Source: an optimization exercise on an open RTL-to-GDS flow (aim: small area). Production flows keep margins and buffers that such runs may drop. RTL that was checked went through simulation tests only; none was proved equivalent to the original. The clock input has no modelled driver; a real chip could not lean on it and would need a root buffer or a full tree. Power is estimated from default activity; no workload was simulated.

== job 3956 ==
// mvm_uart_system
module mvm_uart_system (
    input  logic clk,
    input  logic rstn,
    input  logic rx,
    output logic tx
);
Size in the first run: roughly 450 cells after synthesis, about 260 flip-flops, about 4 I/O pins, ~6700 sq um of cells after synthesis.
Settings: LEC_CHECK=0, CAP_MARGIN=20, CORE_MARGIN=2, CORE_UTILIZATION=40, SLEW_MARGIN=20; clock period 10.0 ns.
standard.sh (not shown) runs the stock make flow with config.mk's settings and CLKGATE_MAP_FILE= SYNTH_SCRIPT=/design/flow/synth_recipe.tcl, a recipe that flattens the netlist after the stock synthesis.
==> flow/flow/run.sh <==
#!/bin/bash
# Own layout flow: the standard ORFS flow (standard.sh) with two changes:
#  - Yosys's technology mapping uses an area-oriented ABC script (flow/abc_area.script)
#    in place of ORFS's speed script; registers and names are untouched.
#  - clock tree synthesis uses mid-size clock buffers and no dummy loads.
# Each tool's full output goes to logs in this folder (standard.log, and ORFS's own
# per-step logs under orfs/logs/).
set -euo pipefail
W=$PWD
S=$W/scripts_area
rm -rf "$S"
cp -r "$FLOW_HOME/scripts" "$S"
cp "$W/flow/abc_area.script" "$S/abc_speed.script"
CTS=$(cat "$W/flow/cts_args")
bash "$W/standard.sh" "SCRIPTS_DIR=$S" "CTS_ARGS=$CTS" finish > "$W/standard.log" 2>&1
==> flow/flow/abc_area.script <==
&get -n
&st
&dch
&nf -R 1000
&put
topo
dnsize -c
==> flow/flow/cts_args <==
-sink_clustering_enable -repair_clock_nets -dont_use_dummy_load -buf_list sky130_fd_sc_hd__clkbuf_8 -sink_clustering_size 23 -sink_clustering_max_diameter 50
[inputs] job 847 vs job 3956
Settings: CORE_UTILIZATION: 40 -> 60.
==> results.txt <==
On worst path setup slack after routing, job 847 does worse than job 3956. In the reports for job 3956 and job 847, the larger worst hold margin belongs to job 847. Against job 3956 as the reference, job 847 delivers a lower required arrival time at the worst endpoint. Number of fill cells (job 3956 / job 847): 1.8. In job 847 the power drawn by the clock network turned out about 10% lower than in job 3956. Looking at worst slack at placement across job 3956 and job 847, the one that comes out lower is job 3956. NOTE: combinational fraction of design power in job 847 exceeds that of job 3956.
Modified inputs, job 8952 compared to job 847
Settings: swapping 60 for 40 in CORE_UTILIZATION.
==> flow/flow/cts_args <==
-sink_clustering_enable -repair_clock_nets -dont_use_dummy_load -buf_list sky130_fd_sc_hd__clkbuf_4 sky130_fd_sc_hd__clkbuf_8 -sink_clustering_size 22 -sink_clustering_max_diameter 50
Notes after the runs:
- Job 847 -> job 8952: synthesized area per cell delta 0, exact match
- The flow ended early for job 8952: it failed with a tool error in clock tree synthesis (4_1_cts).
- Summary of the comparison: post-placement setup slack is lower in job 8952, relative to job 847.
- Changes observed in job 8952 relative to job 847: number of placed instances, taps included higher; number of ports placed on the die boundary saw little to no change.
- Sequential-to-total area share from yosys stat came out exactly the same in job 8952 and job 847.
- Of job 8952 and job 847, it is job 8952 that has the lower initial core utilization.
- [compare] base=job 847 new=job 8952: area after detailed placement climbed 100 sq um, floorplan row count up 9, final weighted congestion of routability-driven global placement down 0.057.

========
## oak
mvm_uart_system, a different RTL version from the one above (not shown whole).
Size: roughly 460 cells after synthesis, ~260 flip-flops, roughly 4 I/O pins, roughly 0.0068 mm2 of cells after synthesis.
export LEC_CHECK = 0
export CAP_MARGIN = 20
export CORE_MARGIN = 2
export CORE_UTILIZATION = 40
export SLEW_MARGIN = 20
create_clock -name core_clock -period 10.0 [get_ports {clk}]
==> flow/flow/run.sh <==
#!/bin/bash
# Own layout flow: the standard ORFS flow (standard.sh) with two changes:
#  - Yosys's technology mapping uses an area-oriented ABC script (flow/abc_area.script)
#    in place of ORFS's speed script; registers and names are untouched.
#  - clock tree synthesis uses mid-size clock buffers and no dummy loads.
# Each tool's full output goes to logs in this folder (standard.log, and ORFS's own
# per-step logs under orfs/logs/).
set -euo pipefail
W=$PWD
S=$W/scripts_area
rm -rf "$S"
cp -r "$FLOW_HOME/scripts" "$S"
cp "$W/flow/abc_area.script" "$S/abc_speed.script"
CTS="-sink_clustering_enable -repair_clock_nets -dont_use_dummy_load -buf_list sky130_fd_sc_hd__clkbuf_8 -sink_clustering_size 20 -sink_clustering_max_diameter 60"
bash "$W/standard.sh" "SCRIPTS_DIR=$S" "CTS_ARGS=$CTS" finish > "$W/standard.log" 2>&1
Scripts as last shown in full above: flow/flow/abc_area.script
oak went all the way through synthesis, placement and routing and the layout is clean on timing, DRC and antenna.
Input-level comparison between pine and oak:
# oak
export LEC_CHECK = 0
export CAP_MARGIN = 20
export CORE_MARGIN = 2
export CORE_UTILIZATION = 40
export SLEW_MARGIN = 20
create_clock -name core_clock -period 10.0 [get_ports {clk}]
# pine
export LEC_CHECK = 0
export CAP_MARGIN = 20
export CORE_MARGIN = 2
export CORE_UTILIZATION = 40
export CTS_BUF_LIST = sky130_fd_sc_hd__clkbuf_8
export CTS_CLUSTER_DIAMETER = 60
export CTS_CLUSTER_SIZE = 20
export SLEW_MARGIN = 20
create_clock -name core_clock -period 10.0 [get_ports {clk}]
==> flow/run.sh (new file) <==
#!/bin/bash
# synth_recipe.tcl (not shown) runs the flow's synth.tcl, then flattens the netlist and writes it again
# the make line also repeats each setting of config.mk as NAME=value (left out here)
make -C /OpenROAD-flow-scripts/flow DESIGN_CONFIG=/design/flow/config.mk WORK_HOME=/design/flow/orfs CLKGATE_MAP_FILE= SYNTH_SCRIPT=/design/flow/synth_recipe.tcl finish
removed: flow/flow/run.sh
removed: flow/flow/abc_area.script
removed: flow/standard.sh
==> results.txt <==
Comparing the two runs side by side, pine comes out ahead of oak on register-to-register setup slack. pine has combinational fraction of design power above what oak had. The setup slack of pine exceeds that of oak by 0.075 ns. Diff oak..pine | buffers inserted during post-CTS setup optimization | unchanged. pine vs. oak: total global routing overflow essentially unchanged; clock-buffer cell count increased 1.
No functional check of the RTL was part of any run of this note.

========
The RTL this note starts from:
==> flow/design.v <==
module mvm_uart_system (
    input  logic clk,
    input  logic rstn,
    input  logic rx,
    output logic tx
);
    logic       rxk;     
    logic       rxx;     
    wire        txm = ~rxk & ~rxx;   
    logic [3:0] ph;      
    logic [7:0] cnt;     
    logic [1:0] bj;      
    logic [2:0] c;       
    logic [2:0] r;       
    wire rx_mode  = rxk | rxx;
    wire cnt_zero = (cnt == 8'd0);
    wire [3:0] bitn = cnt[7:4];
    wire e15 = (cnt[3:0] == 4'd15);
    wire go   = rx_mode ? ~rx : (ph == 4'd0);
    wire last = e15 & (bitn == (rx_mode ? 4'd8 : 4'd9));
    wire wait_go = cnt_zero & ~go;    
    wire rx_data = rx_mode & (bitn != 4'd0);
    wire rx_adv  = rx_data & e15;
    wire tx_end  = txm & last;
    wire bj_step = rx_adv | tx_end;
    wire bj_wrap = (bj == 2'd3) | (rxk & (bj == 2'd2));
    wire c_step  = rx_adv & bj_wrap;
    wire r_step  = (c_step & rxk & (c == 3'd7)) | (tx_end & (bj == 2'd3));
    wire wbase   = rx_data & (ph[2:0] == c);
    always_ff @(posedge clk or negedge rstn) begin
        if (!rstn) begin
            ph <= '0;
        end else begin
            ph <= ph + 4'd1;
        end
    end
    always_ff @(posedge clk or negedge rstn) begin
        if (!rstn) begin
            rxk <= 1'b1;
            rxx <= 1'b0;
            cnt <= '0;
            bj  <= '0;
            c   <= '0;
            r   <= '0;
        end else begin
            cnt[7:4] <= last ? 4'd0 : cnt[7:4] + {3'd0, e15};
            cnt[3:0] <= {cnt[3:1] + {2'd0, cnt[0]}, ~cnt[0] & ~wait_go};
            if (bj_step) bj <= bj_wrap ? 2'd0 : bj + 2'd1;
            if (c_step)  c  <= c + 3'd1;
            if (r_step)  r  <= r + 3'd1;
            if (c_step & (c == 3'd7) & (rxx | (r == 3'd7))) begin
                rxk <= 1'b0;
                rxx <= rxk;
            end
            if (r_step & txm & (r == 3'd7))
                rxk <= 1'b1;
        end
    end
    logic [15:0] kl [12];
    logic [7:0]  xl [4];
    logic [11:0] ktail;
    logic [3:0]  xc;
    genvar g;
    for (g = 0; g < 12; g++) begin : g_kloop
        wire we = wbase & rxk & (ph[3] == r[0]) &
                  (r[2:1] == 2'(g / 3)) & (bj == 2'(g % 3));
        always_ff @(posedge clk)
            kl[g] <= {kl[g][14:0], we ? rx : kl[g][15]};
        assign ktail[g] = kl[g][15];
    end
    for (g = 0; g < 4; g++) begin : g_xloop
        wire we = wbase & rxx & (bj == 2'(g));
        always_ff @(posedge clk)
            xl[g] <= {xl[g][6:0], we ? rx : xl[g][7]};
        assign xc[g] = xl[g][7];
    end
    logic [6:0] A;       
    logic       q;       
    logic [2:0] krow;    
    always_comb
        case (r[2:1])
            2'd0: krow = ktail[2:0];
            2'd1: krow = ktail[5:3];
            2'd2: krow = ktail[8:6];
            default: krow = ktail[11:9];
        endcase
    wire x   = xc[bitn[1:0]];
    wire acc = txm & ~wait_go & (bj == 2'd0) & (bitn[3:2] == 2'd0) & (cnt[3] == r[0]) & x;
    wire neg = (bitn[1:0] == 2'd3);
    wire [2:0] op  = acc ? (krow ^ {3{neg}}) : 3'd0;
    wire       cin = acc & neg;
    wire [6:0] opx = {{4{op[2]}}, op};
    logic [7:0] cy;
    logic [6:0] sum;
    assign cy[0] = cin;
    for (genvar i = 0; i < 7; i++) begin : g_fa
        assign sum[i]  = A[i] ^ opx[i] ^ cy[i];
        assign cy[i+1] = (A[i] & opx[i]) | (A[i] & cy[i]) | (opx[i] & cy[i]);
    end
    wire take  = txm & e15 & (bitn[3:0] <= 4'd7);
    wire clear = rx_mode | (txm & (bitn == 4'd9) & (bj == 2'd3));
    always_ff @(posedge clk) begin
        if (take | clear)
            A <= {sum[6] & ~clear, sum[6:1]};
        else
            A <= sum;
        if (take)
            q <= sum[0];
    end
    assign tx = ~txm | wait_go | (bitn == 4'd9) | ((bitn != 4'd0) & q);
endmodule
==> flow/config.mk <==
export PLATFORM = sky130hd
export DESIGN_NAME = mvm_uart_system
export DESIGN_NICKNAME = mvm_uart_system
export VERILOG_FILES = /design/flow/design.v
export SDC_FILE = /design/flow/constraint.sdc
export NUM_CORES = 4
export LEC_CHECK = 0
export CAP_MARGIN = 20
export CORE_MARGIN = 2
export CORE_UTILIZATION = 60
export SLEW_MARGIN = 20
==> flow/constraint.sdc <==
create_clock -name core_clock -period 10.0 [get_ports {clk}]
set_input_delay 2.0000 -clock core_clock [delete_from_list [all_inputs] [get_ports {clk}]]
set_output_delay 2.0000 -clock core_clock [all_outputs]
set_load 0.01 [all_outputs]
==> flow/flow/run.sh <==
#!/bin/bash
# Own layout flow: the standard ORFS flow (standard.sh) with two changes:
#  - Yosys's technology mapping uses an area-oriented ABC script (flow/abc_area.script)
#    in place of ORFS's speed script; registers and names are untouched.
#  - the clock tree step builds a two-level tree (flow/my_cts.tcl): one root
#    buffer fed by the clock port drives leaf buffers, each driving a compact
#    group of at most MY_CTS_MAX_SINKS flip-flops.
# Each tool's full output goes to logs in this folder (standard.log, and ORFS's own
# per-step logs under orfs/logs/).
set -euo pipefail
W=$PWD
S=$W/scripts_area
rm -rf "$S"
cp -r "$FLOW_HOME/scripts" "$S"
cp "$W/flow/abc_area.script" "$S/abc_speed.script"
cp "$W/flow/my_cts.tcl" "$S/my_cts.tcl"
python3 - "$S/cts.tcl" <<'PY'
import sys
p = sys.argv[1]
s = open(p).read()
old = "log_cmd clock_tree_synthesis {*}$cts_args"
assert old in s
s = s.replace(old, "source $::env(SCRIPTS_DIR)/my_cts.tcl")
open(p, "w").write(s)
PY
source "$W/flow/cts_params"
export MY_CTS_MAX_SINKS MY_CTS_LEAF MY_CTS_ROOT
bash "$W/standard.sh" "SCRIPTS_DIR=$S" finish > "$W/standard.log" 2>&1
==> flow/flow/abc_area.script <==
&get -n
&st
&syn2
&dch
&nf -R 1000
&put
topo
dnsize -c
==> flow/flow/cts_params <==
MY_CTS_MAX_SINKS=18
MY_CTS_LEAF=sky130_fd_sc_hd__clkbuf_8
MY_CTS_ROOT=sky130_fd_sc_hd__clkbuf_8
==> flow/flow/my_cts.tcl <==
# Two-level clock tree built directly (replaces clock_tree_synthesis):
# the flip-flops are split by recursive bisection of their placement into
# groups of at most CTS_MAX_SINKS; each group gets a leaf clock buffer at its
# centre, and one root buffer, fed by the clock port, drives every leaf buffer.
set max_sinks $::env(MY_CTS_MAX_SINKS)
set leaf_cell $::env(MY_CTS_LEAF)
set root_cell $::env(MY_CTS_ROOT)

set block [ord::get_db_block]
set db [ord::get_db]
set clk_net [$block findNet clk]

set sinks {}
foreach it [$clk_net getITerms] {
  set inst [$it getInst]
  set bb [$inst getBBox]
  set x [expr {([$bb xMin] + [$bb xMax]) / 2}]
  set y [expr {([$bb yMin] + [$bb yMax]) / 2}]
  lappend sinks [list $x $y $it]
}
puts "my_cts: [llength $sinks] sinks on clk"

proc split_groups {pts k} {
  # split pts into k groups of near-equal size by recursive bisection
  if {$k <= 1} { return [list $pts] }
  set xs [lmap p $pts {lindex $p 0}]
  set ys [lmap p $pts {lindex $p 1}]
  set dx [expr {[tcl::mathfunc::max {*}$xs] - [tcl::mathfunc::min {*}$xs]}]
  set dy [expr {[tcl::mathfunc::max {*}$ys] - [tcl::mathfunc::min {*}$ys]}]
  set axis [expr {$dx >= $dy ? 0 : 1}]
  set sorted [lsort -integer -index $axis $pts]
  set k1 [expr {$k / 2}]
  set k2 [expr {$k - $k1}]
  set n [llength $sorted]
  set n1 [expr {int(round(double($n) * $k1 / $k))}]
  set a [lrange $sorted 0 [expr {$n1 - 1}]]
  set b [lrange $sorted $n1 end]
  return [concat [split_groups $a $k1] [split_groups $b $k2]]
}

set n [llength $sinks]
set k [expr {($n + $max_sinks - 1) / $max_sinks}]
set groups [split_groups $sinks $k]

set leaf_master [$db findMaster $leaf_cell]
set root_master [$db findMaster $root_cell]
set root_net [odb::dbNet_create $block "clknet_root"]
$root_net setSigType CLOCK

set i 0
set sx 0
set sy 0
foreach g $groups {
  set gx 0
  set gy 0
  foreach p $g {
    set gx [expr {$gx + [lindex $p 0]}]
    set gy [expr {$gy + [lindex $p 1]}]
  }
  set gx [expr {$gx / [llength $g]}]
  set gy [expr {$gy / [llength $g]}]
  set buf [odb::dbInst_create $block $leaf_master "clkbuf_leaf_$i"]
  $buf setLocation $gx $gy
  $buf setPlacementStatus PLACED
  set net [odb::dbNet_create $block "clknet_leaf_$i"]
  $net setSigType CLOCK
  foreach p $g {
    set it [lindex $p 2]
    $it disconnect
    $it connect $net
  }
  [$buf findITerm X] connect $net
  [$buf findITerm A] connect $root_net
  puts "my_cts: leaf $i drives [llength $g] sinks at ($gx, $gy)"
  set sx [expr {$sx + $gx}]
  set sy [expr {$sy + $gy}]
  incr i
}
set rx [expr {$sx / $i}]
set ry [expr {$sy / $i}]
set root [odb::dbInst_create $block $root_master "clkbuf_root"]
$root setLocation $rx $ry
$root setPlacementStatus PLACED
[$root findITerm A] connect $clk_net
[$root findITerm X] connect $root_net
puts "my_cts: root at ($rx, $ry) drives $i leaf buffers"

set_propagated_clock [all_clocks]
The starting point passed the timing, DRC and antenna checks.
Then changed:
==> flow/flow/run.sh (replaced) <==
#!/bin/bash
# Own layout flow: the standard ORFS flow (standard.sh) with two changes:
#  - Yosys's technology mapping is run with several area-oriented ABC scripts
#    (flow/abc_*.script, in place of ORFS's speed script) and the smallest
#    netlist by Yosys's cell area is kept; registers and names are untouched.
#  - the clock tree step builds a two-level tree (flow/my_cts.tcl): one root
#    buffer fed by the clock port drives leaf buffers, each driving a compact
#    group of at most MY_CTS_MAX_SINKS flip-flops.
# Each tool's full output goes to logs in this folder (synth_*.log, standard.log,
# and ORFS's own per-step logs under orfs/logs/).
set -euo pipefail
W=$PWD
source "$W/flow/cts_params"
export MY_CTS_MAX_SINKS MY_CTS_LEAF MY_CTS_ROOT
best=""
best_area=""
for f in "$W"/flow/abc_*.script; do
  n=$(basename "$f" .script)
  S=$W/scripts_$n
  rm -rf "$S"
  cp -r "$FLOW_HOME/scripts" "$S"
  cp "$f" "$S/abc_speed.script"
  cp "$W/flow/my_cts.tcl" "$S/my_cts.tcl"
  python3 - "$S/cts.tcl" <<'PY'
import sys
p = sys.argv[1]
s = open(p).read()
old = "log_cmd clock_tree_synthesis {*}$cts_args"
assert old in s
s = s.replace(old, "source $::env(SCRIPTS_DIR)/my_cts.tcl")
open(p, "w").write(s)
PY
  rm -rf "$W/orfs"
  if bash "$W/standard.sh" "SCRIPTS_DIR=$S" synth > "$W/synth_$n.log" 2>&1; then
    a=$(grep "Chip area" "$W"/orfs/reports/*/mvm_uart_system/base/synth_stat.txt | awk '{print $NF}')
    echo "$n: $a" >> "$W/synth_choice.log"
    if [[ -z "$best" ]] || python3 -c "import sys; sys.exit(0 if float('$a') < float('$best_area') else 1)"; then
      rm -rf "$W/orfs_best"
      mv "$W/orfs" "$W/orfs_best"
      best=$n
      best_area=$a
    fi
  fi
done
echo "chosen: $best ($best_area)" >> "$W/synth_choice.log"
rm -rf "$W/orfs"
mv "$W/orfs_best" "$W/orfs"
bash "$W/standard.sh" "SCRIPTS_DIR=$W/scripts_$best" finish > "$W/standard.log" 2>&1
==> flow/flow/abc_s11.script (new file) <==
&get -n
&st
&deepsyn -T 30
&dch
&nf -R 1000
&put
topo
dnsize -c
==> flow/flow/abc_s15.script (new file) <==
&get -n
&st
&dch -f
&nf -R 1000
&put
topo
dnsize -c
==> flow/flow/abc_s16.script (new file) <==
&get -n
&st
&syn2
&dch
&nf -R 1000
&put
topo
dnsize -c
==> flow/flow/abc_s5.script (new file) <==
&get -n
&st
&dch
&nf -R 1000
&put
topo
dnsize -c
==> flow/flow/cts_params (replaced) <==
MY_CTS_MAX_SINKS=19
MY_CTS_LEAF=sky130_fd_sc_hd__clkbuf_8
MY_CTS_ROOT=sky130_fd_sc_hd__clkbuf_8
removed: flow/flow/abc_area.script
=> Worst setup slack is better by 1000 ps. Global-route usage grows by 0.31 points. Cell count drops by 0.70%. Sequential share of layout area went up by 0.22 points. Synthesized area stays flat. Hold slack stays flat. Critical path depth went up by 3. Sequential power hardly moves. Routed wire length is about the same.
Then changed:
==> flow/flow/abc_s10.script (new file) <==
&get -n
&st
&dc2
&dch
&nf -R 1000
&put
&get -n
&st
&dch
&nf -R 1000
&put
topo
dnsize -c
==> flow/flow/abc_s14.script (new file) <==
&get -n
&st
&deepsyn -T 60
&put
&get -n
&st
&dch
&nf -R 1000
&put
topo
dnsize -c
==> flow/flow/abc_s17.script (new file) <==
&get -n
&st
&dch
&nf -R 1000
&dch
&nf -R 1000
&put
topo
dnsize -c
==> flow/flow/abc_s3.script (new file) <==
strash
balance
rewrite
refactor
balance
rewrite
rewrite -z
balance
refactor -z
rewrite -z
balance
dch
map -a
topo
dnsize -c
==> flow/flow/abc_s7.script (new file) <==
&get -n
&st
&synch2
&if -g -K 6
&synch2
&dch
&nf -R 1000
&put
topo
dnsize -c
==> flow/flow/abc_s9.script (new file) <==
strash
dc2
dch -f
amap
topo
==> flow/flow/cts_params (replaced) <==
MY_CTS_MAX_SINKS=22
MY_CTS_LEAF=sky130_fd_sc_hd__clkbuf_8
MY_CTS_ROOT=sky130_fd_sc_hd__clkbuf_8
--- a/flow/flow/my_cts.tcl
+++ b/flow/flow/my_cts.tcl
@@ -1,5 +1,6 @@
 # Two-level clock tree built directly (replaces clock_tree_synthesis):
 # the flip-flops are split by recursive bisection of their placement into
-# groups of at most CTS_MAX_SINKS; each group gets a leaf clock buffer at its
+# groups of at most MY_CTS_MAX_SINKS (refined by capacitated nearest-centre
+# assignment); each group gets a leaf clock buffer at its
 # centre, and one root buffer, fed by the clock port, drives every leaf buffer.
 set max_sinks $::env(MY_CTS_MAX_SINKS)
@@ -42,4 +43,43 @@
 set k [expr {($n + $max_sinks - 1) / $max_sinks}]
 set groups [split_groups $sinks $k]
+
+# refine: capacitated nearest-centre assignment, a few rounds
+for {set iter 0} {$iter < 8} {incr iter} {
+  set centres {}
+  foreach g $groups {
+    set gx 0
+    set gy 0
+    foreach p $g {
+      set gx [expr {$gx + [lindex $p 0]}]
+      set gy [expr {$gy + [lindex $p 1]}]
+    }
+    lappend centres [list [expr {$gx / [llength $g]}] [expr {$gy / [llength $g]}]]
+  }
+  set pairs {}
+  set si 0
+  foreach p $sinks {
+    set ci 0
+    foreach cc $centres {
+      set d [expr {abs([lindex $p 0] - [lindex $cc 0]) + abs([lindex $p 1] - [lindex $cc 1])}]
+      lappend pairs [list $d $si $ci]
+      incr ci
+    }
+    incr si
+  }
+  set pairs [lsort -integer -index 0 $pairs]
+  set taken [lrepeat [llength $sinks] 0]
+  set fill [lrepeat $k 0]
+  set newg [lrepeat $k {}]
+  foreach pr $pairs {
+    lassign $pr d si ci
+    if {[lindex $taken $si] || [lindex $fill $ci] >= $max_sinks} { continue }
+    lset taken $si 1
+    lset fill $ci [expr {[lindex $fill $ci] + 1}]
+    lset newg $ci [concat [lindex $newg $ci] [list [lindex $sinks $si]]]
+  }
+  set groups {}
+  foreach g $newg { if {[llength $g] > 0} { lappend groups $g } }
+  set k [llength $groups]
+}
 
 set leaf_master [$db findMaster $leaf_cell]
The new run ran to the end with no violations; design area falls by 0.44%; setup slack got worse by 1400 ps; total power falls by 3.6%; die area hardly moves; cell count rises by 9.7%; sequential share of layout area rises by 0.33 points; core utilization falls by 0.29 points; clock skew rises by 3.9 ps; critical path depth rises by 1.
Then changed:
==> flow/flow/cts_params (replaced) <==
MY_CTS_MAX_SINKS=22
MY_CTS_LEAF=sky130_fd_sc_hd__clkbuf_8
MY_CTS_ROOT=sky130_fd_sc_hd__clkbuf_4
PLACE_DENSITY = 0.9   (was default)
Effect: The changed run finished with timing, DRC and antenna clean; area after synthesis does not change; cell count hardly moves; cell area hardly moves; routed wire length rises by about a fifth; worst setup slack is worse by 35 ps; fmax falls slightly; flip-flop and latch count is unchanged; clock skew rises by 14 ps; utilization barely changes; via count rises by a little under a tenth; critical path depth does not change.
No run of this note takes its clock network from TritonCTS; it comes from the design's own scripts or RTL.

## what the ideal ports hide
The results above use ideal ports. As a check the final layouts listed here were re-extracted and re-timed, cells and wires unchanged. Step 1, drivers: a clkbuf_16 drives clk and a buf_2 each remaining input, both assumed. Step 2, shift: input delay + t, output delay - t, t = (earliest + latest rising clock arrival at the registers) / 2. This alone moves slack from input paths to output paths. Three values: ideal, step 1, step 2; two values: the first two.
run	t (ns)	slack for setup (ns)	latest minus earliest clock arrival (ns)	worst register clock-pin slew, ns
job 3956	0.514	4.987 / 4.987 / 4.987	0.072 / 0.071	0.12 / 0.12
job 847	0.495	4.838 / 4.838 / 4.838	0.070 / 0.070	0.12 / 0.12
oak	0.524	5.614 / 5.579 / 6.088	0.036 / 0.037	0.11 / 0.11
pine	0.538	5.689 / 5.653 / 6.192	0.021 / 0.021	0.11 / 0.11
the first run of note 3	0.486	4.171 / 4.176 / 3.689	0.014 / 0.015	0.10 / 0.10
the second run of note 3	0.471	5.209 / 5.209 / 5.209	0.016 / 0.015	0.11 / 0.11
the third run of note 3	0.460	3.795 / 3.790 / 3.331	0.020 / 0.019	0.12 / 0.12
the fourth run of note 3	0.576	3.760 / 3.743 / 3.168	0.033 / 0.033	0.12 / 0.12
After both steps setup and hold are still met in every run listed. For the fourth run of note 3, which loses most, drivers alone change the setup slack by -0.017 ns; drivers and shift together by -0.592 ns.
